This design comes from an exercise in tuning for small area, a short achievable clock period and few clock cycles per item on the open sky130 flow, not from production work. RTL that was checked went through simulation tests only; none was proved equivalent to the original.

==> module EC_TOP, before the edit <==
module EC_TOP(
    clk, rst_n, in_valid,
    in_Px, in_Py, in_Qx, in_Qy, in_prime, in_a,
    out_valid, out_Rx, out_Ry
);
    input clk, rst_n, in_valid;
    input [6-1:0] in_Px, in_Py, in_Qx, in_Qy, in_prime, in_a;
    output reg out_valid;
    output reg [6-1:0] out_Rx, out_Ry;
    reg c1, c2, c3, c4;
    always @(posedge clk or negedge rst_n) begin
        if (!rst_n) begin
            c1 <= 1'b0; c2 <= 1'b0; c3 <= 1'b0; c4 <= 1'b0; out_valid <= 1'b0;
        end else begin
            c1 <= in_valid;
            c2 <= c1;
            c3 <= c2;
            c4 <= c3;
            out_valid <= c4;
        end
    end
    wire      in_dbl = (in_Px == in_Qx);
    reg [5:0] p, px, qx, npy;
    always @(posedge clk) begin
        if (in_valid) begin
            p   <= in_prime;
            px  <= in_Px;
            qx  <= in_Qx;
            npy <= in_prime - in_Py;
        end
    end
    reg [5:0] cq;                
    reg       dbl, cadd;         
    always @(posedge clk) begin
        cq   <= !in_valid ? 6'd0 : in_dbl ? in_a : in_Qy;
        dbl  <= in_dbl;
        cadd <= in_valid & !in_dbl;
    end
    wire [7:0] d    = dbl ? ({2'b0, p} - {1'b0, npy, 1'b0}) : ({2'b0, qx} - {2'b0, px});
    wire       dneg = d[7];
    wire [5:0] dabs = dneg ? (6'd0 - d[5:0]) : d[5:0];
    wire [6:0] dcmp = {1'b0, p} - {dabs, 1'b0};         
    wire       fold = dcmp[6];
    wire [5:0] xh   = fold ? (p - dabs) : dabs;
    wire [5:0] jh;
    INV_IP u_inv (.p(p), .x(xh[4:0]), .y(jh));
    wire [5:0] jv   = (dneg ^ fold) ? (p - jh) : jh;
    reg  [7:0] ra;               
    reg  [5:0] rb;               
    wire [7:0] k3a = {1'b0, p, 1'b0};
    wire [7:0] k3b = {2'b11, ~px};
    wire [7:0] k3c = {2'b11, ~qx};
    wire [7:0] k3s;
    EC_RCA #(8) u_k3 (.a(k3a ^ k3b ^ k3c), .b({((k3a & k3b) | (k3a & k3c) | (k3b & k3c)), 1'b0}),
                      .ci(1'b1), .s(k3s));
    wire [6:0] k3  = k3s[6:0] + 7'd1;
    wire [7:0] k4  = {2'b0, npy} + (yq[6] ? ra : 8'd0);    
    wire [7:0] mk  = c3 ? {1'b0, k3} : c4 ? k4 : 8'd0;
    wire [7:0] ya  = {2'b0, px};
    wire [7:0] yb  = {2'b0, p};
    wire [7:0] yc  = {2'b11, ~out_Rx};
    wire [7:0] yq;
    EC_RCA #(8) u_yq (.a(ya ^ yb ^ yc), .b({((ya & yb) | (ya & yc) | (yb & yc)), 1'b0}),
                      .ci(1'b1), .s(yq));
    wire [5:0] my  = c4 ? {yq[5:1], ~(px[0] ^ out_Rx[0])} : rb;
    wire [8:0] sa [0:6];
    wire [8:0] sb [0:6];
    assign sa[0] = {3'b0, cq};
    assign sb[0] = {3'b0, cadd ? npy : 6'd0};
    genvar i;
    generate
        for (i = 0; i < 6; i = i + 1) begin : it
            wire [8:0] v3 = my[i] ? {1'b0, ra} : 9'd0;
            wire       m  = sa[i][0] ^ sb[i][0] ^ v3[0];
            wire [8:0] v4 = m ? {3'b0, p} : 9'd0;
            wire [8:0] s1 = sa[i] ^ sb[i] ^ v3;
            wire [8:0] k1 = (sa[i] & sb[i]) | (sa[i] & v3) | (sb[i] & v3);
            wire [8:0] c1s = {k1[7:0], 1'b0};
            wire [8:0] s2 = s1 ^ c1s ^ v4;
            wire [8:0] k2 = (s1 & c1s) | (s1 & v4) | (c1s & v4);
            assign sa[i+1] = {1'b0, s2[8:1]};
            assign sb[i+1] = k2;
        end
    endgenerate
    wire [9:0] ua  = {1'b0, sa[6]};
    wire [9:0] ub  = {1'b0, sb[6]};
    wire [9:0] uk  = {2'b0, mk};
    wire [9:0] np1, np3;                                    
    EC_RCA #(10) u_np1 (.a(~{4'b0, p}), .b(10'd0), .ci(1'b1), .s(np1));
    EC_RCA #(10) u_np3 (.a(np1), .b({np1[8:0], 1'b0}), .ci(1'b0), .s(np3));
    wire [9:0] np2 = {np1[8:0], 1'b0};
    wire [9:0] a1  = ua ^ ub ^ uk;
    wire [9:0] b1  = {((ua & ub) | (ua & uk) | (ub & uk)), 1'b0};
    wire [9:0] r0  = a1 + b1;
    wire [9:0] r1  = (a1 ^ b1 ^ np1) + {((a1 & b1) | (a1 & np1) | (b1 & np1)), 1'b0};
    wire [9:0] r2  = (a1 ^ b1 ^ np2) + {((a1 & b1) | (a1 & np2) | (b1 & np2)), 1'b0};
    wire [9:0] r3  = (a1 ^ b1 ^ np3) + {((a1 & b1) | (a1 & np3) | (b1 & np3)), 1'b0};
    wire [5:0] res = !r3[9] ? r3[5:0] : !r2[9] ? r2[5:0] : !r1[9] ? r1[5:0] : r0[5:0];
    wire [6:0] e1 = {1'b0, ra[5:0]};
    wire [7:0] g1 = {e1, 1'b0} - {2'b0, p};
    wire [5:0] f1 = g1[7] ? {e1[4:0], 1'b0} : g1[5:0];
    wire [7:0] g2 = {1'b0, f1, 1'b0} - {2'b0, p};
    wire [5:0] f2 = g2[7] ? {f1[4:0], 1'b0} : g2[5:0];
    wire [7:0] g3 = {1'b0, f2, 1'b0} - {2'b0, p};
    wire [5:0] f3 = g3[7] ? {f2[4:0], 1'b0} : g3[5:0];
    wire [7:0] ra_o = in_valid ? ({2'b0, in_Px} + {1'b0, in_Px, 1'b0}) : {2'b0, f3};
    wire [5:0] rb_o = in_valid ? (in_dbl ? in_Px : 6'd0) : jv;
    always @(posedge clk) begin
        ra <= (c1 | c2) ? {2'b0, res} : ra_o;
        rb <= c2 ? res : rb_o;
        out_Ry <= res;
        if (c3) out_Rx <= res;
    end
endmodule
==> flow/config.mk <==
export PLATFORM = sky130hd
export DESIGN_NAME = EC_TOP
export DESIGN_NICKNAME = EC_TOP
export VERILOG_FILES = /design/flow/design.v
export SDC_FILE = /design/flow/constraint.sdc
export NUM_CORES = 4
export LEC_CHECK = 0
export ABC_AREA = 1
export CAP_MARGIN = 20
export CORE_MARGIN = 2
export CORE_UTILIZATION = 40
export SLEW_MARGIN = 20
export SETUP_SLACK_MARGIN = 32.8
export BUFFER_PORTS_ARGS = -buffer_cell sky130_fd_sc_hd__buf_1
==> flow/constraint.sdc <==
create_clock -name core_clock -period 44.0 [get_ports {clk}]
set_input_delay 8.8000 -clock core_clock [delete_from_list [all_inputs] [get_ports {clk}]]
set_output_delay 8.8000 -clock core_clock [all_outputs]
set_load 0.01 [all_outputs]
standard.sh (not shown) runs the stock make flow with config.mk's settings and CLKGATE_MAP_FILE= SYNTH_SCRIPT=/design/flow/synth_recipe.tcl, a recipe that flattens the netlist after the stock synthesis.
==> flow/flow/run.sh <==
#!/bin/bash
set -euo pipefail
TARGET_NS=$(cat flow/target_ns)
MARGIN=$(python3 -c "print(round(${FLOW_PERIOD_NS} - ${TARGET_NS}, 3))")
echo "export SETUP_SLACK_MARGIN = ${MARGIN}" >> config.mk
echo "export BUFFER_PORTS_ARGS = -buffer_cell sky130_fd_sc_hd__buf_1" >> config.mk
bash standard.sh > standard_make.log 2>&1
==> flow/flow/target_ns <==
11.2
The first run completed without violations.
Testbench counts at the start, summed over its fixed seeds: cycles 95,992, items 16,000.
Then changed:
--- a/flow/design.v
+++ b/flow/design.v
@@ -1071,9 +1071,9 @@
     wire [7:0] k3b = {2'b11, ~px};
     wire [7:0] k3c = {2'b11, ~qx};
     wire [7:0] k3s;
-    EC_RCA #(8) u_k3 (.a(k3a ^ k3b ^ k3c), .b({((k3a & k3b) | (k3a & k3c) | (k3b & k3c)), 1'b0}),
+    EC_RCA #(8) u_k3 (.a(k3a ^ k3b ^ k3c), .b({((k3a & k3b) | (k3a & k3c) | (k3b & k3c)), 1'b1}),
                       .ci(1'b1), .s(k3s));
-    wire [6:0] k3  = k3s[6:0] + 7'd1;
+    wire [6:0] k3  = k3s[6:0];
     wire [7:0] k4  = {2'b0, npy} + (yq[6] ? ra : 8'd0);    
     wire [7:0] mk  = c3 ? {1'b0, k3} : c4 ? k4 : 8'd0;
     wire [7:0] ya  = {2'b0, px};
@@ -1082,7 +1082,7 @@
     wire [7:0] yq;
     EC_RCA #(8) u_yq (.a(ya ^ yb ^ yc), .b({((ya & yb) | (ya & yc) | (yb & yc)), 1'b0}),
                       .ci(1'b1), .s(yq));
-    wire [5:0] my  = c4 ? {yq[5:1], ~(px[0] ^ out_Rx[0])} : rb;
+    wire [5:0] my  = {c4 ? yq[5:1] : rb[5:1], rb[0]};
     wire [8:0] sa [0:6];
     wire [8:0] sb [0:6];
     assign sa[0] = {3'b0, cq};
@@ -1127,7 +1127,8 @@
     wire [5:0] rb_o = in_valid ? (in_dbl ? in_Px : 6'd0) : jv;
     always @(posedge clk) begin
         ra <= (c1 | c2) ? {2'b0, res} : ra_o;
-        rb <= c2 ? res : rb_o;
+        rb[5:1] <= c2 ? res[5:1] : rb_o[5:1];
+        rb[0]   <= c2 ? res[0] : c3 ? ~(px[0] ^ res[0]) : rb_o[0];
         out_Ry <= res;
         if (c3) out_Rx <= res;
     end
=> The changed run went through all stages and came out clean; die area is lower by 1.6%; core utilization stays flat; first-iteration DRC count drops by 7.1%; critical path depth rose by 1; register-to-register slack degrades by 0.05 ns; worst hold slack is better by 0.0076 ns; setup slack degrades by 0.052 ns; cell count decreases by 1.1%; routed wire length is lower by 1.4%; synthesized area decreases by 1.7%; non-clock buffer count rose by 5.
For the second run of this note, only the layout was checked, not whether the RTL still works.

-- afterwards: timing with drivers on the ports --
In the flow no input, the clock included, has a driving cell. The finished layouts below were timed again as built, in two steps. Step 1 (the two cells are an assumption about what drives the block):
set clk [get_ports {clk}]
set_driving_cell -lib_cell sky130_fd_sc_hd__clkbuf_16 $clk
set_driving_cell -lib_cell sky130_fd_sc_hd__buf_2 [delete_from_list [all_inputs] $clk]
Step 2, shift: input delay + t, output delay - t, t = (earliest + latest rising clock arrival at the registers) / 2. This alone moves slack from input paths to output paths. Three values: ideal ports, drivers, drivers and shift; two values: the first two.
| run | t, ns | setup slack, ns | worst setup path at the end | worst register clock-pin slew, ns | pins driven straight from the clock port |
|---|---|---|---|---|---|
| the first run | 0.382 | 32.879 / 32.879 / 32.879 | register to register | 0.06 / 0.06 | 1 |
| the second run | 0.388 | 32.827 / 32.827 / 32.719 | input to register | 0.07 / 0.07 | 1 |
After both steps setup and hold are still met in every run listed. For the second run, which loses most, drivers alone change the setup slack by 0.000 ns; drivers and shift together by -0.108 ns.
